This design comes from an exercise in tuning for small area and a short achievable clock period on the open sky130 flow, not from production work. RTL that was checked went through simulation tests only; none was proved equivalent to the original. Only the layout flow was run in runs 2 and 3; the RTL was not checked for function there. No activity file was given, so power comes from the tool's default toggle rates.

--- flow/design.v ---
module SPI (tx_valid,tx_data,rx_valid,rx_data,rst_n,clk,SS_n,MISO,MOSI);
parameter IDLE = 3'b000;
parameter CHK_CMD = 3'b001;
parameter READ_ADD = 3'b010;
parameter READ_DATA = 3'b011;
parameter WRITE = 3'b100;
input MOSI,SS_n,rst_n,clk,tx_valid;
input [7:0] tx_data;
output rx_valid,MISO;
output [9:0] rx_data;
reg rx_valid_tmp,MISO_tmp;
reg [9:0] rx_data_tmp;
reg [2:0] cs,ns;
reg [3:0] shift_counter;
reg read_state;
reg state;
always @(posedge clk or negedge rst_n) begin
    if(!rst_n) begin
        cs<=IDLE;
    end
    else begin
        cs<=ns;
    end
end 
always @(cs or MOSI or SS_n or tx_valid or tx_data or state or read_state) begin
    case (cs)
    IDLE:begin
        if(!SS_n) begin
            ns=CHK_CMD;
        end
        else begin
            ns=IDLE;
        end
    end
     CHK_CMD:begin
        if(SS_n) begin
            ns=IDLE;
        end
        else begin
            if(!({SS_n,MOSI}))begin
                ns=WRITE;
            end
            else if((!(SS_n))&&(MOSI)&&(!(state))) begin
                ns=READ_ADD;
            end
            else begin
                ns=READ_DATA;
            end
        end
     end
     READ_ADD:begin
        if(~SS_n) begin
            ns=READ_ADD;
        end
        else begin
            ns=IDLE;
        end
     end   
     READ_DATA:begin
           if(~SS_n) begin
            ns=READ_DATA;
        end
        else begin
            ns=IDLE;
        end
     end
     WRITE:begin
           if(~SS_n) begin
            ns=WRITE;
        end
        else begin
            ns=IDLE;
        end
     end
     default:begin
        ns=IDLE;
     end
    endcase
end
always @(posedge clk ) begin
case(cs)
IDLE:begin
    shift_counter<=10;  
    MISO_tmp<=0;
    rx_data_tmp<=0;
    rx_valid_tmp<=0;
    end
READ_ADD:begin
      if(shift_counter==0) begin
        rx_valid_tmp<=1;
        shift_counter<=10;
    end
    else begin
        rx_data_tmp<={MOSI,rx_data_tmp[9:1]};
        shift_counter<=shift_counter-1;
    end
end
READ_DATA:begin
    if((shift_counter==0)&&(!(read_state))) begin
        shift_counter<=8;
        rx_valid_tmp<=1;
    end
    else if ((shift_counter>0)&&(!(read_state))) begin
         rx_data_tmp<={MOSI,rx_data_tmp[9:1]};
         shift_counter<=shift_counter-1;  rx_valid_tmp<=0;
    end
    else if ((shift_counter==0)&&(read_state)) begin
        shift_counter<=10;
        rx_valid_tmp<=0;
    end
    else if (tx_valid) begin
        MISO_tmp<=tx_data[shift_counter-1];
        shift_counter<=shift_counter-1; rx_valid_tmp<=0;
    end
    end
WRITE:begin
    if(shift_counter==0) begin
        rx_valid_tmp<=1;
    end
    else begin
        rx_data_tmp<={MOSI,rx_data_tmp[9:1]};
        shift_counter<=shift_counter-1;
    end
end
endcase    
end
always @(posedge clk or negedge rst_n) begin
  if(~rst_n) begin
        state<=0;
        read_state<=0;
    end
    else begin
        case (cs)
        IDLE:begin
            read_state<=0;
        end
            READ_ADD:begin
                if(shift_counter==0) begin
                    state<=1;
                end
            end
           READ_DATA:begin
             if((shift_counter==0)&&(!(read_state))) begin
                read_state<=1;
             end
             else if ((shift_counter==0)&&(read_state)) begin
                read_state<=0;
                state<=0;
             end
           end
        endcase
    end   
end
assign MISO=MISO_tmp;
assign rx_data=rx_data_tmp;
assign rx_valid=rx_valid_tmp;
endmodule 
module rram (din,clk,rst_n,rx_valid,dout,tx_valid);
parameter MEM_DEPTH=256;
parameter ADDR_SIZE = 8;
input [9:0] din;
input clk,rst_n,rx_valid;
output [7:0] dout;
output tx_valid;
reg [7:0] dout_tmp;
reg tx_valid_tmp;
reg [ADDR_SIZE-1:0] address_holder;
reg [7:0] mem [MEM_DEPTH-1:0];
always @(posedge clk or negedge rst_n) begin
    if(!rst_n) begin
        dout_tmp<=0;
        tx_valid_tmp<=0;
    end
    else begin if(rx_valid) begin case (din[9:8])
        2'b11:begin
            dout_tmp<=mem[address_holder];
            tx_valid_tmp<=1;
        end
        default:begin
        end
    endcase
    end
end  
end
always @(posedge clk) begin
    if(rst_n && rx_valid) begin case (din[9:8])
        2'b00:begin
            address_holder<=din[7:0];
        end
        2'b01:begin
          mem [address_holder]<=din[7:0];  
        end
        2'b10:begin
            address_holder<=din [7:0];
        end
        default:begin
        end
    endcase
    end
end
assign dout=dout_tmp;
assign tx_valid=tx_valid_tmp;
endmodule 
module topmod (rst_n,clk,SS_n,MISO,MOSI);
input  MOSI,SS_n,rst_n,clk ;
output MISO;
wire rx_valid,tx_valid;
wire [9:0] rx_data;
wire [7:0] tx_data;
rram RAM_INTERFACE(.din(rx_data),.clk(clk),.rst_n(rst_n),.rx_valid(rx_valid),.dout(tx_data),.tx_valid(tx_valid));
SPI SPI_INTERFACE(.tx_valid(tx_valid),.tx_data(tx_data),.rx_valid(rx_valid),.rx_data(rx_data),.rst_n(rst_n),.clk(clk),.SS_n(SS_n),.MISO(MISO),.MOSI(MOSI));
endmodule 
--- flow/run.sh ---
#!/bin/bash
# synth_recipe.tcl (not shown) runs the flow's synth.tcl, then flattens the netlist and writes it again
# the make line also repeats each setting of config.mk as NAME=value (left out here)
make -C /OpenROAD-flow-scripts/flow DESIGN_CONFIG=/design/flow/config.mk WORK_HOME=/design/flow/orfs CLKGATE_MAP_FILE= SYNTH_SCRIPT=/design/flow/synth_recipe.tcl finish
--- flow/config.mk ---
export PLATFORM = sky130hd
export DESIGN_NAME = topmod
export DESIGN_NICKNAME = topmod
export VERILOG_FILES = /design/flow/design.v
export SDC_FILE = /design/flow/constraint.sdc
export NUM_CORES = 4
export LEC_CHECK = 0
export CAP_MARGIN = 20
export CORE_MARGIN = 2
export CORE_UTILIZATION = 40
export SLEW_MARGIN = 20
--- flow/constraint.sdc ---
create_clock -name core_clock -period 4.2 [get_ports {clk}]
set_input_delay 0.8400 -clock core_clock [delete_from_list [all_inputs] [get_ports {clk}]]
set_output_delay 0.8400 -clock core_clock [all_outputs]
set_load 0.01 [all_outputs]
==> results.toml, run 1 <==
[outcome]
status = "complete, no violations"

[cts]
tritoncts = "built"
cts_root_buf = "sky130_fd_sc_hd__clkbuf_16"
post_cts.resized_instances = 0
numCtsBuffers = 208
clkSlewWorstSetupHoldPaths_ns = 0.07
cts-root-to-sink-buffers = 3
clk-insertion-delay-late_ns = 0.86
cts.repair_timing.setup_buffer_count = 0
htreeDepth = 4
cts_sinks = 2086
cts_hold_buf = 0

[power_and_ir_drop]
power.density_mw_per_mm2 = 502.0
vdd_ir_drop_max_v = 0.0003421
power.static_leakage_nw = 29.87

[worst_setup_path]
timing_endpoint_of_the_critical_path = "RAM_INTERFACE.dout_tmp[6]"
worstReg2RegEnd = "RAM_INTERFACE.dout_tmp[6]"
reg2regPathDepth = 9
crit_path_launch = "RAM_INTERFACE.address_holder[5]"
critical_path_class = "reg2reg"
setup.reg_to_reg.worst_slack_ns = 0.29
required_ns = 5.00
critPathArrivalTime_ns = 4.71
worst_setup_path_start_kind = "flop"
crit_path_end_kind = "flop"
worstPathMaxFanout = 15
launch_point_of_the_worst_reg_to_reg_path = "RAM_INTERFACE.address_holder[5]"

[floorplan]
placeableCoreArea_mm2 = 0.2021
std_cell_rows = 165
chipWidth_um = 454.9
fp.dieArea_mm2 = 0.2069
chipHeight_um = 454.9
initial_cell_density_of_the_core = 0.4024
ios = 5

[final_layout]
register_area_mm2 = 0.06257
multi_input_combinational_cell_area_mm2 = 0.01738
most_common_library_cell_in_the_layout_ignoring_fill_and_taps = "sky130_fd_sc_hd__edfxtp_1"
layout.cells.most_common_list = "sky130_fd_sc_hd__edfxtp_1 (2,072), sky130_fd_sc_hd__mux4_2 (494), sky130_fd_sc_hd__buf_4 (374)"
layout.cell_area.non_filler_mm2 = 0.09365
synthToLayoutAreaGrowth_pct = 15.16
num-nets-final = 4269
fillCellCount = 16610
drive_above_1_share = 0.2761

[placed_design]
buffer_ports.inserted = 4
gpl.final_weighted_congestion = 0.8562
place_hpwl_um = 127500
dpl-instance-area_mm2 = 0.08695

[synth]
syn-instance-count = 3870
ys_async_sr_fraction = 0.006711
post_synth.cell_area_avg_um2 = 21.01
synth.lib_cells_used.distinct = 70
synth_seq_area_share = 0.7694
synthesis.yosys.warnings = 2
post_synth_edffs = 2072
postSynthNetCount = 3875
most_frequently_used_flop_master_after_synthesis = "sky130_fd_sc_hd__edfxtp_1"
syn_area_mm2 = 0.08133
ys_ff_latch = 2086

[timing]
transition_at_the_pin_with_the_smallest_max_transition_slack_ns = 1.176
totalNegativeSetupSlack_ns = 0
finalHoldViolCount = 0
slew_violations = 0
rsz0062_at_grt = "false"
fin_crit_ns = 3.908
clock-skew-final_ns = 0.05568
clock.fmax_ghz = 0.2559
maxSlewHeadroom = 0.2161
setup_viol = 0
final_min_period_over_clock_period = 0.9304

[global_route]
global_route_wire_length_before_repair_um = 300600
grt_remaining_overflow = 0
grt_usage = 0.2020
first_global_vias = 40800
antenna_found_initial = 4
grt_max_degree = 187

[detailed_routing]
ant_nets = 0
residual_drc_count = 0
drt_pass1_iterations = 5
avg_wl_per_cell_um = 29.38
routed-via-count = 40910
vias_per_cell = 5.749
routed_wirelength_um = 209100
drtIter0Drc = 4962

[min_path]
hold_path_class = "in2async"

[job]
timing.max_cap.violations = 0
## worst max-delay path, cell delays in order (launching register included)
cell and delay, ns:
sky130_fd_sc_hd__edfxtp_1 0.80, sky130_fd_sc_hd__buf_4 0.39, sky130_fd_sc_hd__nand2b_1 0.68, sky130_fd_sc_hd__buf_4 0.42, sky130_fd_sc_hd__nor4_1 0.40, sky130_fd_sc_hd__a22oi_1 0.18
sky130_fd_sc_hd__a21oi_1 0.18, sky130_fd_sc_hd__nor4_1 0.07, sky130_fd_sc_hd__a31oi_1 0.57, sky130_fd_sc_hd__a21o_1 0.14
## how the worst min path moves through the flow
stage / from / end / slack (ns) / cells past startpoint
floorplan: RAM_INTERFACE.tx_valid_tmp / RAM_INTERFACE.tx_valid_tmp / 0.45 / 1
global placement: RAM_INTERFACE.tx_valid_tmp / RAM_INTERFACE.tx_valid_tmp / 0.48 / 1
detailed placement: RAM_INTERFACE.tx_valid_tmp / RAM_INTERFACE.tx_valid_tmp / 0.48 / 1
CTS: rst_n / RAM_INTERFACE.tx_valid_tmp / 0.33 / 2
global route: rst_n / RAM_INTERFACE.tx_valid_tmp / 0.40 / 2
finish: rst_n / RAM_INTERFACE.dout_tmp[6] / 0.40 / 2
## flip-flops by register name (all words and copies together), names as in the netlist
signal	cells
RAM_INTERFACE.address_holder	8
RAM_INTERFACE.dout_tmp	8
RAM_INTERFACE.mem	2048
RAM_INTERFACE.tx_valid_tmp	1
SPI_INTERFACE.MISO_tmp	1
SPI_INTERFACE.cs	3
SPI_INTERFACE.read_state	1
SPI_INTERFACE.rx_data_tmp	10
SPI_INTERFACE.rx_valid_tmp	1
SPI_INTERFACE.shift_counter	4
SPI_INTERFACE.state	1
## cell usage after synthesis, types with 7 or more instances
cell	instances	area [um2]
sky130_fd_sc_hd__a211oi_1	13	97.59
sky130_fd_sc_hd__a21oi_1	24	120.1
sky130_fd_sc_hd__a221oi_1	8	70.07
sky130_fd_sc_hd__a22o_1	7	61.31
sky130_fd_sc_hd__a22oi_1	47	352.8
sky130_fd_sc_hd__a31oi_1	12	75.07
sky130_fd_sc_hd__a32oi_1	14	122.6
sky130_fd_sc_hd__buf_1	7	26.28
sky130_fd_sc_hd__buf_2	82	410.4
sky130_fd_sc_hd__buf_4	41	307.8
sky130_fd_sc_hd__buf_6	22	247.7
sky130_fd_sc_hd__clkbuf_1	74	277.8
sky130_fd_sc_hd__dfrtp_1	14	350.3
sky130_fd_sc_hd__edfxtp_1	2072	62220
sky130_fd_sc_hd__inv_1	7	26.28
sky130_fd_sc_hd__mux2i_1	143	1431
sky130_fd_sc_hd__mux4_2	494	11130
sky130_fd_sc_hd__nand2_1	156	585.6
sky130_fd_sc_hd__nand2b_1	12	75.07
sky130_fd_sc_hd__nand3_1	60	300.3
sky130_fd_sc_hd__nand4_1	14	87.58
sky130_fd_sc_hd__nor2_1	296	1111
sky130_fd_sc_hd__nor2b_1	26	162.7
sky130_fd_sc_hd__nor3_1	23	115.1
sky130_fd_sc_hd__nor4_1	10	62.56
sky130_fd_sc_hd__o211ai_1	9	67.56
sky130_fd_sc_hd__o21ai_0	19	95.09
sky130_fd_sc_hd__o22ai_1	57	356.6
## cell type report
class	count	area share
Clock inverter	139	0.01363
Sequential cell	2086	0.6681
Antenna cell	4	0.0001069
Inverter	8	0.0003741
Tap cell	2672	0.03570
Multi-Input combinational cell	1543	0.1856
Clock buffer	247	0.05781
Timing Repair Buffer	417	0.03874
## through the flow
step           utilization  worst slack, ns  hold slack, ns  total power, mW  std cells
3_3_place_gp        0.4302           0.4640          0.4816            29.18       6726
4_1_cts             0.4633           0.3912          0.3318            47.32       7112
3_5_place_dp        0.4302           0.4303          0.4812            29.25       6726
5_1_grt             0.4633           0.2514          0.4022            48.35       7113
6_report            0.4634           0.2924          0.3973            47.02       7116
2_1_floorplan            -           0.1291          0.4485            27.46       3870
## report_power, final
group          internal [mW]  switching, mW
Clock                   10.3           7.97
Sequential              23.9          0.121
Combinational           1.49           3.23
Total                   35.7           11.3
## kinds of logic (layout without fill, tap and decap cells)
group	after synthesis	in the layout	share of synthesized area
buf+inv	241	811	0.01758
mux	645	645	0.1557
simple gates	621	621	0.03280
compound gates	274	274	0.02420
flops	2086	2086	0.7694
xor+xnor	2	2	0.0002154
fa+ha+maj	1	1	0.0001538
other cells	0	4	0
## metal layers
| layer | vias up | global-route usage | wire length (um) |
|---|---|---|---|
| met1 | 21870 | 0.2872 | 87750 |
| met5 | - | 0 | 11 |
| met2 | 1787 | 0.3124 | 97820 |
| li1 | 16910 | - | - |
| met4 | 2 | 0.07259 | 7173 |
| met3 | 340 | 0.03809 | 16330 |
==> run 2, diff against run 1 <==
--- a/flow/design.v
+++ b/flow/design.v
@@ -158,6 +158,8 @@
 module rram (din,clk,rst_n,rx_valid,dout,tx_valid);
 parameter MEM_DEPTH=256;
 parameter ADDR_SIZE = 8;
+localparam GROUP = 32;
+localparam NGRP = MEM_DEPTH/GROUP;
 input [9:0] din;
 input clk,rst_n,rx_valid;
 output [7:0] dout;
@@ -165,42 +167,71 @@
 reg [7:0] dout_tmp;
 reg tx_valid_tmp;
 reg [ADDR_SIZE-1:0] address_holder;
-reg [7:0] mem [MEM_DEPTH-1:0];
+reg [8*MEM_DEPTH-1:0] cells;
+reg phase, phase_d;
+reg wr_prev, rd_prev;
+reg [7:0] wdata;
+reg [8*NGRP-1:0] grp;
+wire wr_now = rx_valid & ~din[9] & din[8];
+wire rd_now = rx_valid & din[9] & din[8];
+wire [7:0] col = wr_prev ? (wdata ^ {8{phase}}) :
+                 (wr_now & rst_n) ? (din[7:0] ^ {8{phase}}) : 8'd0;
+reg [MEM_DEPTH-1:0] sel;
+integer i;
+always @* begin
+    for (i = 0; i < MEM_DEPTH; i = i + 1)
+        sel[i] = (address_holder == i);
+end
+genvar w, g, b;
+generate
+for (w = 0; w < MEM_DEPTH; w = w + 1) begin : row
+    always @(posedge clk)
+        cells[w*8 +: 8] <= ~(({8{sel[w]}} & col) | cells[w*8 +: 8]);
+end
+for (g = 0; g < NGRP; g = g + 1) begin : stage1
+    reg [7:0] acc;
+    integer k;
+    always @* begin
+        acc = 8'd0;
+        for (k = 0; k < GROUP; k = k + 1)
+            acc = acc | ({8{sel[g*GROUP+k]}} & cells[(g*GROUP+k)*8 +: 8]);
+    end
+    always @(posedge clk)
+        grp[g*8 +: 8] <= acc;
+end
+endgenerate
+reg [7:0] rdv;
+integer j;
+always @* begin
+    rdv = 8'd0;
+    for (j = 0; j < NGRP; j = j + 1)
+        rdv = rdv | grp[j*8 +: 8];
+    rdv = rdv ^ {8{phase_d}};
+end
+always @(posedge clk) begin
+    phase <= ~phase;
+    phase_d <= phase;
+    wr_prev <= wr_now & rst_n;
+    wdata <= din[7:0];
+    if (rst_n && rx_valid && !din[8])
+        address_holder <= din[7:0];
+end
 always @(posedge clk or negedge rst_n) begin
-    if(!rst_n) begin
-        dout_tmp<=0;
-        tx_valid_tmp<=0;
-    end
-    else begin if(rx_valid) begin case (din[9:8])
-        2'b11:begin
-            dout_tmp<=mem[address_holder];
-            tx_valid_tmp<=1;
-        end
-        default:begin
-        end
-    endcase
-    end
-end  
-end
-always @(posedge clk) begin
-    if(rst_n && rx_valid) begin case (din[9:8])
-        2'b00:begin
-            address_holder<=din[7:0];
-        end
-        2'b01:begin
-          mem [address_holder]<=din[7:0];  
-        end
-        2'b10:begin
-            address_holder<=din [7:0];
-        end
-        default:begin
-        end
-    endcase
+    if (!rst_n) begin
+        dout_tmp <= 0;
+        tx_valid_tmp <= 0;
+        rd_prev <= 0;
+    end else begin
+        rd_prev <= rd_now;
+        if (rd_now | rd_prev)
+            dout_tmp <= rdv;
+        if (rd_now)
+            tx_valid_tmp <= 1;
     end
 end
 assign dout=dout_tmp;
 assign tx_valid=tx_valid_tmp;
-endmodule 
+endmodule
 module topmod (rst_n,clk,SS_n,MISO,MOSI);
 input  MOSI,SS_n,rst_n,clk ;
 output MISO;
==> results.toml, run 2 <==
[worst_setup_path]
slowest_delay_ns = 0.87
worst_setup_path_start_kind = "flop"
cell_chain_of_the_critical_path = "buf_4, and4b_4, buf_4, buf_4, a22oi_1, a31oi_1, a2111o_1"
critPathArrivalTime_ns = 4.31
critical_path_class = "reg2reg"
path_common_cell = "sky130_fd_sc_hd__buf_4"
crit_path_end_kind = "flop"
setup.reg_to_reg.worst_slack_ns = 0.67
critical-path-slowest-cell = "sky130_fd_sc_hd__edfxtp_1"
required_ns = 4.98
worstPathMaxFanout = 30

[detailed_routing]
ant_nets = 0
avg_wl_per_cell_um = 24.57
routed_wirelength_um = 229400
vias_per_cell = 5.979
routed-via-count = 55820
drt_pass1_iterations = 7
residual_drc_count = 0
drtIter0Drc = 6543

[min_path]
hold_path_class = "in2async"

[final_layout]
most_common_library_cell_in_the_layout_ignoring_fill_and_taps = "sky130_fd_sc_hd__dfxtp_1"
final_util = 0.4557
largest_register_ffs = 2048
num-nets-final = 6802
reg.largest.list = "RAM_INTERFACE.cells: 2048 flops, RAM_INTERFACE.grp: 64 flops, SPI_INTERFACE.rx_data_tmp: 10 flops"
drive_above_1_share = 0.09075
synthToLayoutAreaGrowth_pct = 13.34
top_register = "RAM_INTERFACE.cells"
layout.cells.most_common_list = "sky130_fd_sc_hd__dfxtp_1 (2,123), sky130_fd_sc_hd__a21oi_1 (2,120), sky130_fd_sc_hd__mux2i_1 (449)"

[cts]
clkSlewWorstSetupHoldPaths_ns = 0.06
tritoncts = "built"
cts_root_buf = "sky130_fd_sc_hd__clkbuf_16"
numCtsBuffers = 211
htreeDepth = 4
cts_sinks = 2162
cts.repair_timing.setup_buffer_count = 0
cts_hold_buf = 0
post_cts.resized_instances = 0
cts-root-to-sink-buffers = 3
clk-insertion-delay-late_ns = 0.86

[synth]
yosysTopAreaCell = "sky130_fd_sc_hd__dfxtp_1"
post-synth-top-count-cell = "sky130_fd_sc_hd__a21oi_1"
syn-instance-count = 6941
ys_top_cells_by_area = "sky130_fd_sc_hd__dfxtp_1 (59%), sky130_fd_sc_hd__a21oi_1 (15%), sky130_fd_sc_hd__mux2i_1 (6.2%)"
post_synth.cell_area_avg_um2 = 10.46
most_frequently_used_flop_master_after_synthesis = "sky130_fd_sc_hd__dfxtp_1"
ys_ff_latch = 2162
post_synth_edffs = 24
synth_seq_area_share = 0.6006
share_of_the_synthesized_area_in_the_top_cell_type = 0.5855
syn_area_mm2 = 0.07259
ys_async_sr_fraction = 0.006938
post_synth_most_frequent_cells = "sky130_fd_sc_hd__a21oi_1 (2,128), sky130_fd_sc_hd__dfxtp_1 (2,123), sky130_fd_sc_hd__mux2i_1 (449)"
synth.lib_cells_used.distinct = 67
synthesis.yosys.warnings = 2
postSynthNetCount = 6946

[timing]
finalHoldViolCount = 0
slew_violations = 0
finalHoldWorstSlack_ns = 0.3988
final_min_period_over_clock_period = 0.8414
transition_at_the_pin_with_the_smallest_max_transition_slack_ns = 1.193
clock.fmax_ghz = 0.2830
setup_viol = 0
totalNegativeSetupSlack_ns = 0
fin_crit_ns = 3.534
rsz0062_at_grt = "false"
maxSlewHeadroom = 0.2049
clock-skew-final_ns = 0.07232

[floorplan]
ios = 5
placeableCoreArea_mm2 = 0.1805
std_cell_rows = 156
chipWidth_um = 430.0
initial_cell_density_of_the_core = 0.4021
chipHeight_um = 430.0
fp.dieArea_mm2 = 0.1849

[global_route]
global_route_wire_length_before_repair_um = 341900
grt_max_degree = 104
grt_remaining_overflow = 0
grt_usage = 0.2388
first_global_vias = 52710
antenna_found_initial = 7

[job]
timing.max_cap.violations = 0

[placed_design]
buffer_ports.inserted = 4
place_hpwl_um = 145000
gpl.final_weighted_congestion = 0.8888

[power_and_ir_drop]
vdd_ir_drop_max_v = 0.0004281
power.density_mw_per_mm2 = 520.0
power.static_leakage_nw = 29.63

[outcome]
status = "complete, no violations"
-- run 2: path summary, 6_finish.rpt --
path | endpoint | cells after the start | startpoint
max | RAM_INTERFACE.grp[30] | 7 | RAM_INTERFACE.address_holder[1]
min | RAM_INTERFACE.dout_tmp[1] | 2 | rst_n
max reg2reg | RAM_INTERFACE.grp[30] | 7 | RAM_INTERFACE.address_holder[1]
min reg2reg | RAM_INTERFACE.cells[2047] | 1 | RAM_INTERFACE.cells[2047]
max in group asynchronous | RAM_INTERFACE.dout_tmp[5] | 2 | rst_n
min in group core_clock | RAM_INTERFACE.cells[2047] | 1 | RAM_INTERFACE.cells[2047]
-- run 2: cell families after synthesis --
| kind of cell | synth area share |
|---|---|
| adder cells (fa/ha/maj) | 0.0003102 |
| flip-flops | 0.6006 |
| XOR/XNOR | 0.001327 |
| AO/OA/AOI/OAI | 0.2536 |
| buffers and inverters | 0.03707 |
| multiplexers | 0.06998 |
| AND/OR/NAND/NOR | 0.03711 |
-- run 2: stage by stage --
step	setup slack, ns	total power [mW]	cells	area, um2
global placement	0.7350	23.92	8953	75200
CTS	0.7511	42.90	9333	82250
global route	0.6419	43.93	9334	82270
finish	0.6660	42.78	9336	82280
detailed placement	0.7587	23.94	8953	75200
floorplan	1.909	22.87	6941	72590
-- run 2: critical path: cells and delay by family (launching register included) --
kind	cells	cell delay [ns]
buf+inv	3	1.00
compound gates	3	0.78
simple gates	1	0.76
flops	1	0.87
-- run 2: layout make-up --
class | instances | area (um2)
Clock buffer | 297 | 6057
Timing Repair Buffer | 191 | 2052
Multi-Input combinational cell | 4218 | 26560
Clock inverter | 83 | 994.7
Antenna cell | 2 | 5.005
Inverter | 13 | 48.80
Fill cell | 16450 | 98270
Sequential cell | 2162 | 43600
Tap cell | 2370 | 2965
-- run 2: metal layers --
layer  share of wire  GRT usage  vias to the layer above
met5         0.00023          0                        -
met4           0.032    0.08185                        8
met3           0.076    0.04165                      437
met2            0.44     0.3657                     2256
met1            0.45     0.3388                    27580
li1                -          -                    25540
-- run 2: report_power, final --
part	internal, mW	switching (mW)
Sequential	20.8	0.304
Combinational	0.677	1.75
Clock	11.0	8.22
Total	32.5	10.3
==> run 3, diff against run 2 <==
--- a/flow/config.mk
+++ b/flow/config.mk
@@ -7,5 +7,6 @@
 export LEC_CHECK = 0
 export CAP_MARGIN = 20
 export CORE_MARGIN = 2
-export CORE_UTILIZATION = 40
+export CORE_UTILIZATION = 55
+export SETUP_SLACK_MARGIN = 1.8
 export SLEW_MARGIN = 20
==> results.toml, run 3 <==
[global_route]
grt_max_degree = 113
global_route_wire_length_before_repair_um = 362400
antenna_found_initial = 6
grt_usage = 0.3546
grt_remaining_overflow = 0
first_global_vias = 54450

[placed_design]
dpl-instance-area_mm2 = 0.07456
gpl.final_weighted_congestion = 0.8700
buffer_ports.inserted = 4
place_hpwl_um = 144400
place_ws_ns = 0.7146
placed_cells_incl_taps = 8353

[detailed_routing]
routed_wirelength_um = 266400
wl_met2_um = 116600
drt_pass1_iterations = 9
ant_nets = 0
routed-wl-met3_um = 26840
avg_wl_per_cell_um = 29.61
top_layer_used = "met5"
residual_drc_count = 0
drtIter0Drc = 7324
routed-via-count = 59180
vias_per_cell = 6.578
wl_on_met1_um = 107100

[floorplan]
ios = 5
fp.dieArea_mm2 = 0.1349
chipWidth_um = 367.3
placeableCoreArea_mm2 = 0.1313
initial_cell_density_of_the_core = 0.5529
chipHeight_um = 367.3
std_cell_rows = 133

[synth]
ys_async_sr_fraction = 0.006938
syn_area_mm2 = 0.07259
post_synth.cell_area_avg_um2 = 10.46
most_frequently_used_flop_master_after_synthesis = "sky130_fd_sc_hd__dfxtp_1"
synth.lib_cells_used.distinct = 67
yosysTopAreaCell = "sky130_fd_sc_hd__dfxtp_1"
syn-instance-count = 6941
ys_ff_latch = 2162
postSynthNetCount = 6946
post_synth_most_frequent_cells = "sky130_fd_sc_hd__a21oi_1 (2,128), sky130_fd_sc_hd__dfxtp_1 (2,123), sky130_fd_sc_hd__mux2i_1 (449)"
ys_top_cells_by_area = "sky130_fd_sc_hd__dfxtp_1 (59%), sky130_fd_sc_hd__a21oi_1 (15%), sky130_fd_sc_hd__mux2i_1 (6.2%)"
post_synth_edffs = 24
synth_seq_area_share = 0.6006
post-synth-top-count-cell = "sky130_fd_sc_hd__a21oi_1"
synthesis.yosys.warnings = 2
share_of_the_synthesized_area_in_the_top_cell_type = 0.5855

[final_layout]
final_util = 0.6767
fillCellCount = 9821
layout.cells.most_common_list = "sky130_fd_sc_hd__dfxtp_1 (2,121), sky130_fd_sc_hd__a21oi_1 (2,085), sky130_fd_sc_hd__mux2i_1 (436)"
num-nets-final = 7079
reg.largest.list = "RAM_INTERFACE.cells: 2048 flops, RAM_INTERFACE.grp: 64 flops, SPI_INTERFACE.rx_data_tmp: 10 flops"
drive_above_1_share = 0.1907
most_common_library_cell_in_the_layout_ignoring_fill_and_taps = "sky130_fd_sc_hd__dfxtp_1"
synthToLayoutAreaGrowth_pct = 22.39
register_area_mm2 = 0.04360
top_register = "RAM_INTERFACE.cells"
layout.cell_area.non_filler_mm2 = 0.08885
largest_register_ffs = 2048
post_layout_nonfiller_instances = 8996
multi_input_combinational_cell_area_mm2 = 0.02946

[cts]
cts-root-to-sink-buffers = 3
htreeDepth = 4
cts_root_buf = "sky130_fd_sc_hd__clkbuf_16"
clkSlewWorstSetupHoldPaths_ns = 0.06
clk-insertion-delay-late_ns = 0.84
cts_sinks = 2162
tritoncts = "built"
numCtsBuffers = 210

[worst_setup_path]
crit_path_end_kind = "flop"
worstReg2RegEnd = "RAM_INTERFACE.grp[35]"
critPathArrivalTime_ns = 3.53
worst_setup_path_start_kind = "flop"
reg2regPathDepth = 8
setup.reg_to_reg.worst_slack_ns = 1.40
worstPathMaxFanout = 28
critical_path_class = "reg2reg"
launch_point_of_the_worst_reg_to_reg_path = "RAM_INTERFACE.address_holder[0]"
required_ns = 4.93

[timing]
final_critical_path_setup_slack_ns = 1.396
finalHoldViolCount = 0
slew_violations = 0
clock.fmax_ghz = 0.3566
totalNegativeSetupSlack_ns = 0
clock-skew-final_ns = 0.03043
rsz0062_at_grt = "true"
final_min_period_over_clock_period = 0.6677
transition_at_the_pin_with_the_smallest_max_transition_slack_ns = 1.266
setup_viol = 0
finalHoldWorstSlack_ns = 0.4006
maxSlewHeadroom = 0.1480
fin_crit_ns = 2.804

[power_and_ir_drop]
power.density_mw_per_mm2 = 490.7
vdd_ir_drop_max_v = 0.0004171
design_power_total_mw = 43.59
power.static_leakage_nw = 32.10

[min_path]
whs_path_depth = 1
hold_end = "RAM_INTERFACE.cells[1015]"
hold_path_class = "reg2reg"
hold_start = "RAM_INTERFACE.cells[1015]"

[job]
timing.max_cap.violations = 0

[outcome]
status = "complete, no violations"
## run 3: timing repair
item,CTS,global route
hold endpoints to repair,0,0
gates cloned,42,50
gates resized for setup,461,440
buffers inserted,96,76
hold buffers,0,0
endpoints found under the setup margin,2069,1551
pin swaps,65,150
## run 3: power breakdown
group          internal (mW)  switching (mW)  total [mW]
sequential              20.8           0.284        21.1
clock                   10.7            7.98        18.7
combinational           1.29            2.48        3.78
total                   32.8            10.8        43.6
## run 3: layout make-up
class                      count  area share
inverter                      13   0.0005492
sequential                  2162      0.4907
tap                         1755     0.02471
timing repair buffer         461     0.07595
clock buffer                 323     0.07054
multi-input combinational   4226      0.3316
antenna                        3  0.00008450
clock inverter                53    0.005887
## run 3: worst max path at each step
stage | from | end | slack [ns] | depth (start not counted)
after floorplan | rst_n | RAM_INTERFACE.cells[135] | 1.91 | 8
after global placement | RAM_INTERFACE.address_holder[1] | RAM_INTERFACE.grp[29] | 0.74 | 7
after detailed placement | RAM_INTERFACE.address_holder[1] | RAM_INTERFACE.grp[29] | 0.71 | 7
after CTS | RAM_INTERFACE.address_holder[3] | RAM_INTERFACE.grp[35] | 1.61 | 7
after global routing | RAM_INTERFACE.address_holder[0] | RAM_INTERFACE.grp[38] | 1.51 | 8
final | RAM_INTERFACE.address_holder[0] | RAM_INTERFACE.grp[35] | 1.40 | 8
## run 3: cell families (layout without fill, tap and decap cells)
logic type	count (synthesis)	in the layout	share of synthesized area
AO/OA/AOI/OAI	3111	3111	0.2536
XOR/XNOR	11	11	0.001327
adder cells (fa/ha/maj)	2	2	0.0003102
buffers and inverters	561	850	0.03707
flip-flops	2162	2162	0.6006
multiplexers	499	499	0.06998
other	0	3	0
AND/OR/NAND/NOR	595	603	0.03711
## run 3: critical path: stages, from the launching register on
cell and delay [ns]:
sky130_fd_sc_hd__edfxtp_1 0.38, sky130_fd_sc_hd__buf_6 0.13, sky130_fd_sc_hd__buf_12 0.12, sky130_fd_sc_hd__buf_4 0.17, sky130_fd_sc_hd__nor4_4 0.08, sky130_fd_sc_hd__buf_12 0.18, sky130_fd_sc_hd__a222oi_1 0.94, sky130_fd_sc_hd__a21oi_1 0.29
sky130_fd_sc_hd__a2111o_1 0.34
## run 3: per-layer routing
| layer | track usage | vias to the layer above |
|---|---|---|
| met4 | 0.1639 | 2 |
| met3 | 0.06345 | 709 |
| met2 | 0.5367 | 3106 |
| li1 | - | 26150 |
| met5 | 0 | - |
| met1 | 0.4934 | 29210 |
==> run 4, diff against run 3 <==
--- a/flow/design.v
+++ b/flow/design.v
@@ -166,7 +166,7 @@
 output tx_valid;
 reg [7:0] dout_tmp;
 reg tx_valid_tmp;
-reg [ADDR_SIZE-1:0] address_holder;
+reg [15:0] addr_hi_n, addr_lo_n;
 reg [8*MEM_DEPTH-1:0] cells;
 reg phase, phase_d;
 reg wr_prev, rd_prev;
@@ -180,7 +180,7 @@
 integer i;
 always @* begin
     for (i = 0; i < MEM_DEPTH; i = i + 1)
-        sel[i] = (address_holder == i);
+        sel[i] = ~(addr_hi_n[i/16] | addr_lo_n[i%16]);
 end
 genvar w, g, b;
 generate
@@ -213,8 +213,12 @@
     phase_d <= phase;
     wr_prev <= wr_now & rst_n;
     wdata <= din[7:0];
-    if (rst_n && rx_valid && !din[8])
-        address_holder <= din[7:0];
+    if (rst_n && rx_valid && !din[8]) begin
+        for (i = 0; i < 16; i = i + 1) begin
+            addr_hi_n[i] <= (din[7:4] != i);
+            addr_lo_n[i] <= (din[3:0] != i);
+        end
+    end
 end
 always @(posedge clk or negedge rst_n) begin
     if (!rst_n) begin
--- a/flow/config.mk
+++ b/flow/config.mk
@@ -7,6 +7,6 @@
 export LEC_CHECK = 0
 export CAP_MARGIN = 20
 export CORE_MARGIN = 2
-export CORE_UTILIZATION = 55
-export SETUP_SLACK_MARGIN = 1.8
+export CORE_UTILIZATION = 65
+export SETUP_SLACK_MARGIN = 2.2
 export SLEW_MARGIN = 20
==> results.toml, run 4 <==
[synth]
post_synth.cell_area_avg_um2 = 10.49
ys_async_sr_fraction = 0.006862
ys_ff_latch = 2186
synth.lib_cells_used.distinct = 46
synth_seq_area_share = 0.6260
postSynthNetCount = 6752
post-synth-top-count-cell = "sky130_fd_sc_hd__dfxtp_1"
post_synth_edffs = 48
ys_top_cells_by_area = "sky130_fd_sc_hd__dfxtp_1 (60%), sky130_fd_sc_hd__a21oi_1 (15%), sky130_fd_sc_hd__a221oi_1 (3.9%)"
most_frequently_used_flop_master_after_synthesis = "sky130_fd_sc_hd__dfxtp_1"
synthesis.yosys.warnings = 2
post_synth_most_frequent_cells = "sky130_fd_sc_hd__dfxtp_1 (2,123), sky130_fd_sc_hd__a21oi_1 (2,058), sky130_fd_sc_hd__a221oi_1 (316)"
syn-instance-count = 6747
yosysTopAreaCell = "sky130_fd_sc_hd__dfxtp_1"
share_of_the_synthesized_area_in_the_top_cell_type = 0.6003
syn_area_mm2 = 0.07080

[placed_design]
placed_cells_incl_taps = 7737
place_hpwl_um = 120400
buffer_ports.inserted = 4
gpl.final_weighted_congestion = 0.8450
dpl-instance-area_mm2 = 0.07173

[floorplan]
initial_cell_density_of_the_core = 0.6531
std_cell_rows = 121
chipHeight_um = 334.0
chipWidth_um = 334.0
ios = 5

[timing]
timing.worst_endpoint.kind = "sequential cell input"
crit_endpoint = "RAM_INTERFACE.cells[158]$_DFF_P_/D"

[outcome]
status = "stopped before the end"
error_line = "[ERROR DPL-0038] Utilization greater than 100%, impossible to legalize"
haltStage = "global routing (5_1_grt)"

[global_route]
grt_max_degree = 81

[cts]
numCtsBuffers = 202
cts_root_buf = "sky130_fd_sc_hd__clkbuf_16"
htreeDepth = 4
cts_sinks = 2186
cts-root-to-sink-buffers = 3
[run 4: cell count changes after synthesis, sizes merged, moves of 67 or more]
| cell | change |
|---|---|
| a22oi | -167 |
| a221oi | +319 |
| o22ai | -113 |
| a31oi | +87 |
| mux2i | -449 |
| clkbuf | +70 |
| buf | -67 |
| nor2 | -107 |
| a21oi | -70 |
| nor2b | +205 |
| a22o | +193 |
[run 4: how the worst max path moves through the flow]
| stage | endpoint | slack, ns | depth (start not counted) |
|---|---|---|---|
| 2_1_floorplan | RAM_INTERFACE.cells[247] | 1.95 | 7 |
| 3_3_place_gp | RAM_INTERFACE.cells[1649] | 0.42 | 8 |
| 3_5_place_dp | RAM_INTERFACE.cells[1481] | 0.27 | 8 |
| 4_1_cts | RAM_INTERFACE.cells[2017] | 1.74 | 14 |
[run 4: logic make-up after synthesis]
family          count (synthesis)  synth area share
compound gates               3242            0.2829
simple gates                  719           0.05137
buf+inv                       587           0.03768
mux                             2         0.0006362
fa+ha+maj                       1         0.0001767
flops                        2186            0.6260
xor+xnor                       10          0.001237
[run 4: repair_timing]
item | CTS
setup endpoints to repair | 2141
hold buffers | 0
buffers inserted | 362
gates resized for setup | 2059
pin swaps | 223
cloned | 331
[run 4: power by group through the flow]
stage	combinational (mW)	clock (mW)	sequential (mW)
2_1_floorplan	1.42	0	22.5
3_3_place_gp	2.06	0	22.7
3_5_place_dp	2.12	0	22.7
4_1_cts	4.20	18.4	22.3
[run 4: stage by stage]
stage | setup slack (ns) | total power, mW
4_1_cts | 1.737 | 44.96
3_5_place_dp | 0.2670 | 24.79
3_3_place_gp | 0.4189 | 24.72
2_1_floorplan | 1.946 | 23.88
==> run 5, diff against run 4 <==
--- a/flow/config.mk
+++ b/flow/config.mk
@@ -7,6 +7,6 @@
 export LEC_CHECK = 0
 export CAP_MARGIN = 20
 export CORE_MARGIN = 2
-export CORE_UTILIZATION = 65
-export SETUP_SLACK_MARGIN = 2.2
+export CORE_UTILIZATION = 55
+export SETUP_SLACK_MARGIN = 1.8
 export SLEW_MARGIN = 20
==> results.toml, run 5 <==
[synth]
synthesis.yosys.warnings = 2
post_synth_edffs = 48
synth_seq_area_share = 0.6260
synth.lib_cells_used.distinct = 46
ys_ff_latch = 2186
ys_top_cells_by_area = "sky130_fd_sc_hd__dfxtp_1 (60%), sky130_fd_sc_hd__a21oi_1 (15%), sky130_fd_sc_hd__a221oi_1 (3.9%)"
post-synth-top-count-cell = "sky130_fd_sc_hd__dfxtp_1"
syn-instance-count = 6747
postSynthNetCount = 6752
share_of_the_synthesized_area_in_the_top_cell_type = 0.6003
syn_area_mm2 = 0.07080
yosysTopAreaCell = "sky130_fd_sc_hd__dfxtp_1"
post_synth_most_frequent_cells = "sky130_fd_sc_hd__dfxtp_1 (2,123), sky130_fd_sc_hd__a21oi_1 (2,058), sky130_fd_sc_hd__a221oi_1 (316)"
most_frequently_used_flop_master_after_synthesis = "sky130_fd_sc_hd__dfxtp_1"
post_synth.cell_area_avg_um2 = 10.49
ys_async_sr_fraction = 0.006862

[timing]
transition_at_the_pin_with_the_smallest_max_transition_slack_ns = 1.110
setup_viol = 0
totalNegativeSetupSlack_ns = 0
slew_violations = 0
fin_crit_ns = 2.529
finalHoldWorstSlack_ns = 0.3971
clock.fmax_ghz = 0.3955
final_min_period_over_clock_period = 0.6021
clock-skew-final_ns = 0.03163
finalHoldViolCount = 0
maxSlewHeadroom = 0.2569
rsz0062_at_grt = "true"

[worst_setup_path]
critical_path_class = "reg2reg"
worstPathMaxFanout = 52
critical-path-slowest-cell = "sky130_fd_sc_hd__or4_4"
worst_setup_path_start_kind = "flop"
crit_path_end_kind = "flop"
cell_chain_of_the_critical_path = "bufinv_8, buf_6, a222oi_1, a31oi_4, or4_4"
critPathArrivalTime_ns = 3.22
slowest_delay_ns = 0.56
required_ns = 4.89

[detailed_routing]
drt_pass1_iterations = 8
ant_nets = 0
routed_wirelength_um = 241500
routed-via-count = 56160
avg_wl_per_cell_um = 28.40
drtIter0Drc = 6460
vias_per_cell = 6.604
residual_drc_count = 0

[power_and_ir_drop]
cell_internal_power_dissipation_mw = 33.57
p_comb_frac = 0.062
switching_share = 0.2358
clock_power_share = 0.432
power.switching_mw = 10.36
vdd_ir_drop_max_v = 0.0004467
power_frac_seq = 0.507
power.static_leakage_nw = 29.96
power.density_mw_per_mm2 = 530.9

[global_route]
grt_max_degree = 117
antenna_found_initial = 7
grt.met3_usage = 0.05438
global_route_wire_length_before_repair_um = 335700
gr-max-usage-layer = "met2"
gr-usage-met2 = 0.5091
grt_usage = 0.3334
met1_usage = 0.4810
first_global_vias = 52070
grt_remaining_overflow = 0

[floorplan]
chipHeight_um = 362.8
chipWidth_um = 362.8
ios = 5
initial_cell_density_of_the_core = 0.5545
fp.dieArea_mm2 = 0.1316
std_cell_rows = 131
placeableCoreArea_mm2 = 0.1277

[cts]
htreeDepth = 4
clkSlewWorstSetupHoldPaths_ns = 0.07
clk-insertion-delay-late_ns = 0.84
cts_root_buf = "sky130_fd_sc_hd__clkbuf_16"
cts-root-to-sink-buffers = 3
tritoncts = "built"
numCtsBuffers = 210
cts_sinks = 2186

[final_layout]
most_common_library_cell_in_the_layout_ignoring_fill_and_taps = "sky130_fd_sc_hd__dfxtp_1"
drive_above_1_share = 0.1187
num-nets-final = 6674
synthToLayoutAreaGrowth_pct = 16.85
largest_register_ffs = 2048
reg.largest.list = "RAM_INTERFACE.cells: 2048 flops, RAM_INTERFACE.grp: 64 flops"
top_register = "RAM_INTERFACE.cells"
layout.cells.most_common_list = "sky130_fd_sc_hd__dfxtp_1 (2,121), sky130_fd_sc_hd__a21oi_1 (2,057), sky130_fd_sc_hd__nor2_1 (266)"

[placed_design]
buffer_ports.inserted = 4
gpl.final_weighted_congestion = 0.8068
place_hpwl_um = 124400

[job]
timing.max_cap.violations = 0

[outcome]
status = "complete, no violations"

[min_path]
hold_path_class = "reg2reg"
-- run 5: cell counts after synthesis --
No cell type changed its count.
-- run 5: power by group through the flow --
stage          clock network (mW)  registers (mW)  logic (mW)
2_1_floorplan                   0            22.5        1.42
3_3_place_gp                    0            22.7        2.11
3_5_place_dp                    0            22.7        2.15
4_1_cts                      19.0            22.2        2.37
5_1_grt                      19.9            22.3        2.82
6_report                     19.0            22.3        2.70
-- run 5: stage by stage --
step | worst slack [ns] | instance area (um2) | total power, mW | std cells | utilization
after floorplan | 1.946 | 70800 | 23.88 | 6747 | -
after global placement | 0.5475 | 71980 | 24.76 | 7982 | 0.5637
after detailed placement | 0.4280 | 72000 | 24.82 | 7983 | 0.5639
after CTS | 1.598 | 80450 | 43.63 | 8421 | 0.6301
after global routing | 1.671 | 82730 | 45.08 | 8503 | 0.6479
final | 1.671 | 82730 | 43.92 | 8503 | 0.6479
-- run 5: routing by layer --
layer,part of all wire,vias up
met5,0.000099,-
met4,0.037,4
met3,0.089,444
met2,0.44,2621
met1,0.44,27880
li1,-,25210
-- run 5: worst paths after layout --
check,from,to,slack (ns),cells past startpoint
max,RAM_INTERFACE.addr_lo_n[11],RAM_INTERFACE.grp[61],1.67,5
min,RAM_INTERFACE.cells[669],RAM_INTERFACE.cells[669],0.40,1
max reg2reg,RAM_INTERFACE.addr_lo_n[11],RAM_INTERFACE.grp[61],1.67,5
min reg2reg,RAM_INTERFACE.cells[669],RAM_INTERFACE.cells[669],0.40,1
max in group asynchronous,rst_n,RAM_INTERFACE.dout_tmp[5],3.48,2
min in group asynchronous,rst_n,SPI_INTERFACE.cs[1],0.53,2
-- run 5: worst max-delay path: cells and delay by family, from the launching register on --
family                 cells  cell delay (ns)
and+or+nand+nor            1             0.56
DFF                        1             0.37
buffers and inverters      2             0.61
AOI/OAI and AO/OA          2             0.69
-- run 5: logic make-up (layout without fill, tap and decap cells) --
family          after synthesis  count (layout)  synth area share
compound gates             3242            3242            0.2829
other cells                   0               1                 0
buf+inv                     587             680           0.03768
flops                      2186            2186            0.6260
fa+ha+maj                     1               1         0.0001767
xor+xnor                     10              10          0.001237
simple gates                719             719           0.05137
mux                           2               2         0.0006362
-- run 5: timing repair --
item / in CTS / in global routing
setup endpoints to repair: 2124 / 1639
gates cloned: 21 / 43
gates resized for setup: 156 / 213
buffers inserted: 34 / 38
pin swaps: 5 / 21
hold buffers: 0 / 0
-- run 5: cell type report --
class                      instances  area (um2)
antenna                            1       2.502
clock buffer                     321        6300
clock inverter                    62       598.1
fill                           10130       44950
inverter                          36       384.1
multi-input combinational       3974       25120
sequential                      2186       44320
tap                             1662        2079
timing repair buffer             244        3794
timing repair inverter            17       132.6
==> run 6, diff against run 5 <==
--- a/flow/config.mk
+++ b/flow/config.mk
@@ -8,5 +8,7 @@
 export CAP_MARGIN = 20
 export CORE_MARGIN = 2
 export CORE_UTILIZATION = 55
+export CTS_CLUSTER_DIAMETER = 80
+export CTS_CLUSTER_SIZE = 30
 export SETUP_SLACK_MARGIN = 1.8
 export SLEW_MARGIN = 20
==> results.toml, run 6 <==
[outcome]
status = "complete, no violations"

[timing]
final_critical_path_setup_slack_ns = 1.708
maxSlewHeadroom = 0.2130
setup_viol = 0
transition_at_the_pin_with_the_smallest_max_transition_slack_ns = 1.170
finalHoldWorstSlack_ns = 0.2890
rsz0062_at_grt = "true"
fin_crit_ns = 2.492
clock.fmax_ghz = 0.4013
totalNegativeSetupSlack_ns = 0
slew_violations = 0
clock-skew-final_ns = 0.03889
final_min_period_over_clock_period = 0.5934
finalHoldViolCount = 0

[cts]
htreeDepth = 3
tritoncts = "built"
clkSlewWorstSetupHoldPaths_ns = 0.12
cts_hold_buf = 0
cts-root-to-sink-buffers = 3
cts_sinks = 2186
cts_root_buf = "sky130_fd_sc_hd__clkbuf_16"
clk-insertion-delay-late_ns = 0.77
numCtsBuffers = 89

[worst_setup_path]
required_ns = 4.81
worst_setup_path_start_kind = "flop"
worstPathMaxFanout = 6
critical_path_class = "reg2reg"
crit_family = "compound AO/OA/AOI/OAI gates"
critPathArrivalTime_ns = 3.10
cell_chain_of_the_critical_path = "buf_4, buf_12, buf_16, nor2b_1, a2111o_1, a221oi_1, a31oi_1, or4_4"
critical-path-slowest-cell = "sky130_fd_sc_hd__or4_4"
worst-path-buf-inv = 3
crit_path_end_kind = "flop"
slowest_delay_ns = 0.49

[final_layout]
reg.largest.list = "RAM_INTERFACE.cells: 2048 flops, RAM_INTERFACE.grp: 64 flops"
synthToLayoutAreaGrowth_pct = 11.03
largest_register_ffs = 2048
top_register = "RAM_INTERFACE.cells"
num-nets-final = 6537
drive_above_1_share = 0.09536
most_common_library_cell_in_the_layout_ignoring_fill_and_taps = "sky130_fd_sc_hd__dfxtp_1"
layout.cells.most_common_list = "sky130_fd_sc_hd__dfxtp_1 (2,121), sky130_fd_sc_hd__a21oi_1 (2,056), sky130_fd_sc_hd__nor2_1 (266)"

[detailed_routing]
routed_wirelength_um = 236300
residual_drc_count = 0
drtIter0Drc = 6692
vias_per_cell = 6.666
ant_nets = 0
drt_pass1_iterations = 8
routed-via-count = 54940
avg_wl_per_cell_um = 28.67

[synth]
most_frequently_used_flop_master_after_synthesis = "sky130_fd_sc_hd__dfxtp_1"
yosysTopAreaCell = "sky130_fd_sc_hd__dfxtp_1"
share_of_the_synthesized_area_in_the_top_cell_type = 0.6003
post-synth-top-count-cell = "sky130_fd_sc_hd__dfxtp_1"
post_synth.cell_area_avg_um2 = 10.49
synthesis.yosys.warnings = 2
postSynthNetCount = 6752
syn_area_mm2 = 0.07080
ys_async_sr_fraction = 0.006862
post_synth_most_frequent_cells = "sky130_fd_sc_hd__dfxtp_1 (2,123), sky130_fd_sc_hd__a21oi_1 (2,058), sky130_fd_sc_hd__a221oi_1 (316)"
ys_ff_latch = 2186
ys_top_cells_by_area = "sky130_fd_sc_hd__dfxtp_1 (60%), sky130_fd_sc_hd__a21oi_1 (15%), sky130_fd_sc_hd__a221oi_1 (3.9%)"
post_synth_edffs = 48
synth.lib_cells_used.distinct = 46
syn-instance-count = 6747
synth_seq_area_share = 0.6260

[floorplan]
chipWidth_um = 362.8
placeableCoreArea_mm2 = 0.1277
std_cell_rows = 131
ios = 5
initial_cell_density_of_the_core = 0.5545
chipHeight_um = 362.8
fp.dieArea_mm2 = 0.1316

[placed_design]
buffer_ports.inserted = 4
place_hpwl_um = 124400
place_ws_ns = 0.4280
gpl.final_weighted_congestion = 0.8068

[global_route]
first_global_vias = 50520
antenna_found_initial = 9
global_route_wire_length_before_repair_um = 330200
grt_remaining_overflow = 0
grt_max_degree = 117
grt_usage = 0.3283

[power_and_ir_drop]
power.static_leakage_nw = 27.85
power.density_mw_per_mm2 = 458.3
vdd_ir_drop_max_v = 0.0003381

[job]
timing.max_cap.violations = 0

[min_path]
hold_path_class = "in2async"
run 6: cells by family (layout without fill, tap and decap cells):
family                     Yosys count  count (layout)  share of synthesized area
and+or+nand+nor                    719             719                    0.05137
adders and majority gates            1               1                  0.0001767
buffers and inverters              587             415                    0.03768
xor gates and xnor gates            10              10                   0.001237
other                                0               5                          0
DFF                               2186            2186                     0.6260
muxes                                2               2                  0.0006362
AOI/OAI and AO/OA                 3242            3242                     0.2829
run 6: routing by layer:
metal  up-vias  wire (um)  GRT usage
met5         -         13          0
met4         2       7866     0.1044
met3       338      19950    0.04803
met2      2408     104200     0.5003
met1     27380     104300     0.4797
li1      24810          -          -
run 6: worst paths after layout:
check / from / cells after the start / slack (ns) / end
hold / removal: rst_n / 2 / 0.29 / RAM_INTERFACE.rd_prev
max in group asynchronous: rst_n / 2 / 3.71 / SPI_INTERFACE.state
setup reg to reg: RAM_INTERFACE.addr_lo_n[0] / 8 / 1.71 / RAM_INTERFACE.grp[31]
min in group core_clock: RAM_INTERFACE.cells[669] / 1 / 0.40 / RAM_INTERFACE.cells[669]
setup / recovery: RAM_INTERFACE.addr_lo_n[0] / 8 / 1.71 / RAM_INTERFACE.grp[31]
hold reg to reg: RAM_INTERFACE.cells[669] / 1 / 0.40 / RAM_INTERFACE.cells[669]
run 6: through the flow:
stage               instance area [um2]  power [mW]  utilization  cells
floorplan                         70800       23.88            -   6747
global placement                  71980       24.76       0.5637   7982
detailed placement                72000       24.82       0.5639   7983
CTS                               76630       35.78       0.6001   8177
global route                      78600       37.02       0.6156   8239
finish                            78610       36.02       0.6157   8242
run 6: report_power, final:
group | leakage (nW) | total (mW) | switching, mW | internal (mW)
registers | 20.0 | 22.2 | 0.548 | 21.7
logic | 6.54 | 2.72 | 1.79 | 0.927
clock network | 1.35 | 11.1 | 6.71 | 4.37
total | 27.8 | 36.0 | 9.05 | 27.0
run 6: timing repair:
item,CTS,global route
setup buffers,33,30
setup endpoints to repair,2127,1608
pin swaps,7,26
cloned,27,30
resized for setup,192,214
run 6: layout make-up:
class                           instances  area [um2]
Clock buffer                          105        2360
Fill cell                           10480       49070
Timing Repair Buffer                  229        3572
Antenna cell                            5       12.51
Tap cell                             1662        2079
Clock inverter                         29       407.9
Multi-Input combinational cell       3974       25340
Timing Repair inverter                 16       127.6
Inverter                               36       390.4
Sequential cell                      2186       44320
run 6: worst reg2reg max path, cell delays in order, from the launching register on:
cell and delay (ns):
sky130_fd_sc_hd__edfxtp_1 0.37, sky130_fd_sc_hd__buf_4 0.12, sky130_fd_sc_hd__buf_12 0.17, sky130_fd_sc_hd__buf_16 0.23, sky130_fd_sc_hd__nor2b_1 0.08, sky130_fd_sc_hd__a2111o_1 0.40, sky130_fd_sc_hd__a221oi_1 0.33, sky130_fd_sc_hd__a31oi_1 0.17
sky130_fd_sc_hd__or4_4 0.49
==> run 7, diff against run 6 <==
--- a/flow/design.v
+++ b/flow/design.v
@@ -169,20 +169,20 @@
 reg [15:0] addr_hi_n, addr_lo_n;
 reg [8*MEM_DEPTH-1:0] cells;
 reg phase, phase_d;
-reg wr_prev, rd_prev;
-reg [7:0] wdata;
-reg [8*NGRP-1:0] grp;
-wire wr_now = rx_valid & ~din[9] & din[8];
+reg [7:0] din_d, din_dd;
+reg aset_d, wr_d, wr_dd;
+reg rd_d, rd_dd;
+reg [8*NGRP-1:0] grp_n;
 wire rd_now = rx_valid & din[9] & din[8];
-wire [7:0] col = wr_prev ? (wdata ^ {8{phase}}) :
-                 (wr_now & rst_n) ? (din[7:0] ^ {8{phase}}) : 8'd0;
+wire [7:0] col = wr_dd ? (din_dd ^ {8{phase}}) :
+                 wr_d ? (din_d ^ {8{phase}}) : 8'd0;
 reg [MEM_DEPTH-1:0] sel;
 integer i;
 always @* begin
     for (i = 0; i < MEM_DEPTH; i = i + 1)
         sel[i] = ~(addr_hi_n[i/16] | addr_lo_n[i%16]);
 end
-genvar w, g, b;
+genvar w, g;
 generate
 for (w = 0; w < MEM_DEPTH; w = w + 1) begin : row
     always @(posedge clk)
@@ -197,26 +197,29 @@
             acc = acc | ({8{sel[g*GROUP+k]}} & cells[(g*GROUP+k)*8 +: 8]);
     end
     always @(posedge clk)
-        grp[g*8 +: 8] <= acc;
+        grp_n[g*8 +: 8] <= ~acc;
 end
 endgenerate
 reg [7:0] rdv;
 integer j;
 always @* begin
-    rdv = 8'd0;
+    rdv = 8'hff;
     for (j = 0; j < NGRP; j = j + 1)
-        rdv = rdv | grp[j*8 +: 8];
-    rdv = rdv ^ {8{phase_d}};
+        rdv = rdv & grp_n[j*8 +: 8];
+    rdv = ~rdv ^ {8{phase_d}};
 end
 always @(posedge clk) begin
     phase <= ~phase;
     phase_d <= phase;
-    wr_prev <= wr_now & rst_n;
-    wdata <= din[7:0];
-    if (rst_n && rx_valid && !din[8]) begin
+    din_d <= din[7:0];
+    din_dd <= din_d;
+    aset_d <= rst_n & rx_valid & ~din[8];
+    wr_d <= rst_n & rx_valid & ~din[9] & din[8];
+    wr_dd <= wr_d;
+    if (aset_d) begin
         for (i = 0; i < 16; i = i + 1) begin
-            addr_hi_n[i] <= (din[7:4] != i);
-            addr_lo_n[i] <= (din[3:0] != i);
+            addr_hi_n[i] <= (din_d[7:4] != i);
+            addr_lo_n[i] <= (din_d[3:0] != i);
         end
     end
 end
@@ -224,10 +227,12 @@
     if (!rst_n) begin
         dout_tmp <= 0;
         tx_valid_tmp <= 0;
-        rd_prev <= 0;
+        rd_d <= 0;
+        rd_dd <= 0;
     end else begin
-        rd_prev <= rd_now;
-        if (rd_now | rd_prev)
+        rd_d <= rd_now;
+        rd_dd <= rd_d;
+        if (rd_now | rd_d | rd_dd)
             dout_tmp <= rdv;
         if (rd_now)
             tx_valid_tmp <= 1;
==> results.toml, run 7 <==
[final_layout]
reg.largest.list = "RAM_INTERFACE.cells: 2048 flops, RAM_INTERFACE.grp_n: 64 flops"
largest_register_ffs = 2048
num-nets-final = 6425
top_register = "RAM_INTERFACE.cells"
layout.cell_area.non_filler_mm2 = 0.07522
most_common_library_cell_in_the_layout_ignoring_fill_and_taps = "sky130_fd_sc_hd__dfxtp_1"
synthToLayoutAreaGrowth_pct = 6.032
layout.cells.most_common_list = "sky130_fd_sc_hd__dfxtp_1 (2,130), sky130_fd_sc_hd__a21oi_1 (2,066), sky130_fd_sc_hd__a22o_1 (386)"
post_layout_nonfiller_instances = 8125
fillCellCount = 10870
drive_above_1_share = 0.05125

[cts]
cts-root-to-sink-buffers = 3
cts_hold_buf = 0
clk-insertion-delay-late_ns = 0.74
numCtsBuffers = 90
cts_sinks = 2197
htreeDepth = 3
clkSlewWorstSetupHoldPaths_ns = 0.11
tritoncts = "built"
cts_root_buf = "sky130_fd_sc_hd__clkbuf_16"

[power_and_ir_drop]
power.switching_mw = 8.968
p_comb_frac = 0.076
vdd_ir_drop_max_v = 0.0003512
cell_internal_power_dissipation_mw = 27.22
power_frac_seq = 0.618
power.density_mw_per_mm2 = 481.1
power.static_leakage_nw = 31.47
clock_power_share = 0.305
switching_share = 0.2479

[worst_setup_path]
crit_path_end_kind = "flop"
slowest_delay_ns = 0.63
critPathArrivalTime_ns = 3.04
worst_setup_path_start_kind = "flop"
worstPathMaxFanout = 17
critical-path-slowest-cell = "sky130_fd_sc_hd__buf_4"
critical_path_class = "reg2reg"
cell_chain_of_the_critical_path = "buf_4, nor2b_1, a2111oi_0, a31oi_1, nor3_1"
required_ns = 4.82
reg2regPathDepth = 5

[floorplan]
chipWidth_um = 363.1
placeableCoreArea_mm2 = 0.1278
initial_cell_density_of_the_core = 0.5549
std_cell_rows = 131
fp.dieArea_mm2 = 0.1319
chipHeight_um = 363.1
ios = 5

[min_path]
hold_path_class = "reg2reg"
whs_path_depth = 0

[global_route]
global_route_wire_length_before_repair_um = 315300
grt_max_degree = 137
first_global_vias = 49080
grt_usage = 0.3116
antenna_found_initial = 8
grt_remaining_overflow = 0

[synth]
syn-instance-count = 6733
post_synth.cell_area_avg_um2 = 10.54
postSynthNetCount = 6738
synthesis.yosys.warnings = 2
synth.lib_cells_used.distinct = 44
ys_top_cells_by_area = "sky130_fd_sc_hd__dfxtp_1 (60%), sky130_fd_sc_hd__a21oi_1 (15%), sky130_fd_sc_hd__a22o_1 (4.8%)"
most_frequently_used_flop_master_after_synthesis = "sky130_fd_sc_hd__dfxtp_1"
ys_async_sr_fraction = 0.007283
share_of_the_synthesized_area_in_the_top_cell_type = 0.6019
post_synth_most_frequent_cells = "sky130_fd_sc_hd__dfxtp_1 (2,133), sky130_fd_sc_hd__a21oi_1 (2,074), sky130_fd_sc_hd__a22o_1 (386)"
syn_area_mm2 = 0.07094
post-synth-top-count-cell = "sky130_fd_sc_hd__dfxtp_1"
ys_ff_latch = 2197
post_synth_edffs = 48
synth_seq_area_share = 0.6279
yosysTopAreaCell = "sky130_fd_sc_hd__dfxtp_1"

[timing]
maxSlewHeadroom = 0.2396
totalNegativeSetupSlack_ns = 0
final_min_period_over_clock_period = 0.5749
transition_at_the_pin_with_the_smallest_max_transition_slack_ns = 1.136
slew_violations = 0
fin_crit_ns = 2.415
finalHoldViolCount = 0
rsz0062_at_grt = "false"
clock.fmax_ghz = 0.4142
setup_viol = 0
clock-skew-final_ns = 0.03132

[detailed_routing]
routed-via-count = 52350
drt_pass1_iterations = 8
residual_drc_count = 0
routed_wirelength_um = 213400
drtIter0Drc = 5187
vias_per_cell = 6.443
ant_nets = 0
avg_wl_per_cell_um = 26.27

[placed_design]
placed_cells_incl_taps = 7973
gpl.final_weighted_congestion = 0.8374
place_hpwl_um = 123000
buffer_ports.inserted = 4
dpl-instance-area_mm2 = 0.07197

[job]
timing.max_cap.violations = 0

[outcome]
status = "complete, no violations"
## run 7: cell count changes in the layout (fill, tap and decap cells not counted), moves of 46 or more
cell / previous run / this run
sky130_fd_sc_hd__a22o_1: 249 / 386
sky130_fd_sc_hd__a221oi_1: 193 / 304
sky130_fd_sc_hd__a221oi_2: 125 / 23
sky130_fd_sc_hd__a222oi_1: 64 / 0
sky130_fd_sc_hd__o22ai_1: 64 / 1
sky130_fd_sc_hd__a2111oi_0: 1 / 58
sky130_fd_sc_hd__a22oi_1: 185 / 129
sky130_fd_sc_hd__o21ai_0: 69 / 13
sky130_fd_sc_hd__nor3_1: 5 / 58
sky130_fd_sc_hd__a31oi_1: 82 / 128
## run 7: cell families (layout without fill, tap and decap cells)
family / after synthesis / in the layout / synth area share
AO/OA/AOI/OAI: 3195 / 3195 / 0.2811
flip-flops: 2197 / 2197 / 0.6279
AND/OR/NAND/NOR: 766 / 766 / 0.05355
buffers and inverters: 562 / 288 / 0.03545
XOR/XNOR: 10 / 10 / 0.001235
multiplexers: 2 / 2 / 0.0006349
adder cells (fa/ha/maj): 1 / 1 / 0.0001763
other: 0 / 4 / 0
## run 7: final cells by class
type	instances	area (um2)	share of cell area
well taps	1662	2079	0.02765
inverters	31	210.2	0.002795
clock buffers	104	2431	0.03232
repair buffers	126	1505	0.02001
clock inverters	27	351.6	0.004674
flip-flops and latches	2197	44550	0.5922
multi-input cells	3974	24080	0.3202
diodes	4	10.01	0.0001331
## run 7: final timing paths
kind / endpoint / slack, ns / startpoint
worst max-delay path: RAM_INTERFACE.grp_n[63] / 1.79 / RAM_INTERFACE.addr_lo_n[5]
worst min-delay path: RAM_INTERFACE.din_d[0] / 0.35 / SPI_INTERFACE.rx_data_tmp[0]
worst max register to register: RAM_INTERFACE.grp_n[63] / 1.79 / RAM_INTERFACE.addr_lo_n[5]
worst min register to register: RAM_INTERFACE.din_d[0] / 0.35 / SPI_INTERFACE.rx_data_tmp[0]
max in group asynchronous: RAM_INTERFACE.dout_tmp[0] / 3.55 / rst_n
min in group asynchronous: SPI_INTERFACE.cs[0] / 0.44 / rst_n
## run 7: per-layer routing
metal	GRT usage	share of wire	vias up	routed length, um
li1	-	-	24360	-
met1	0.4565	0.46	26020	97710
met2	0.4854	0.45	1682	95220
met3	0.04183	0.067	287	14400
met4	0.08063	0.028	4	6059
met5	0	0.00013	-	27
## run 7: per-stage QoR
stage | utilization | worst slack (ns) | hold slack (ns) | power [mW]
floorplan | - | 2.008 | 0.3233 | 24.43
global route | 0.5883 | 1.796 | 0.3732 | 37.34
finish | 0.5883 | 1.785 | 0.3504 | 36.18
global placement | 0.5630 | 1.613 | 0.3273 | 25.45
detailed placement | 0.5630 | 1.501 | 0.3288 | 25.50
CTS | 0.5868 | 1.703 | 0.3594 | 36.28
## run 7: critical path: cells and delay by family (launching register included)
family / cells / cell delay (ns)
compound gates: 2 / 0.85
simple gates: 2 / 0.36
buf+inv: 1 / 0.63
flops: 1 / 0.46
## run 7: power groups by stage
stage                     clock [mW]  combinational [mW]  sequential, mW
after global placement             0                2.63            22.8
after global routing            11.9                2.95            22.5
after detailed placement           0                2.67            22.8
after floorplan                    0                1.84            22.6
after CTS                       11.2                2.70            22.4
final                           11.1                2.75            22.4
## run 7: what timing repair did
item / 4_1_cts / 5_1_grt
gates cloned: 2 / 3
resized for setup: 33 / 41
buffers inserted: 8 / 3
pin swaps: 1 / 0
endpoints found under the setup margin: 1275 / 1175

==> separate check: timing with driven ports <==
No port has a modelled driver above. Below, the same layouts with a new extraction and two added sets of constraints. Step 1 sets driving cells, clkbuf_16 on the clock port and buf_2 on the other inputs (assumed; they add their load-dependent delay and slew). Step 2 also shifts input and output timing later by t, the mid clock arrival at the registers, as if the neighbouring blocks saw the same clock. Slacks: no drivers / after step 1 / after step 2; pairs: no drivers / after step 1.
run | t, ns | setup WS [ns] | worst hold slack (ns) | worst data-port slew with drivers (ns)
run 1 | 0.920 | 0.292 / 0.292 / 0.292 | 0.397 / 0.343 / 0.491 | 0.03
run 2 | 0.906 | 0.666 / 0.666 / 0.666 | 0.399 / 0.353 / 0.399 | 0.03
run 3 | 0.908 | 1.396 / 1.396 / 0.988 | 0.401 / 0.364 / 0.401 | 0.03
run 5 | 0.899 | 1.671 / 1.671 / 0.874 | 0.397 / 0.397 / 0.397 | 0.04
run 6 | 0.825 | 1.708 / 1.708 / 1.202 | 0.289 / 0.244 / 0.402 | 0.03
run 7 | 0.802 | 1.785 / 1.785 / 1.785 | 0.350 / 0.350 / 0.350 | 0.07
After both steps setup and hold are still met in every run listed. For run 5, which loses most, drivers alone change the setup slack by 0.000 ns; drivers and shift together by -0.797 ns.
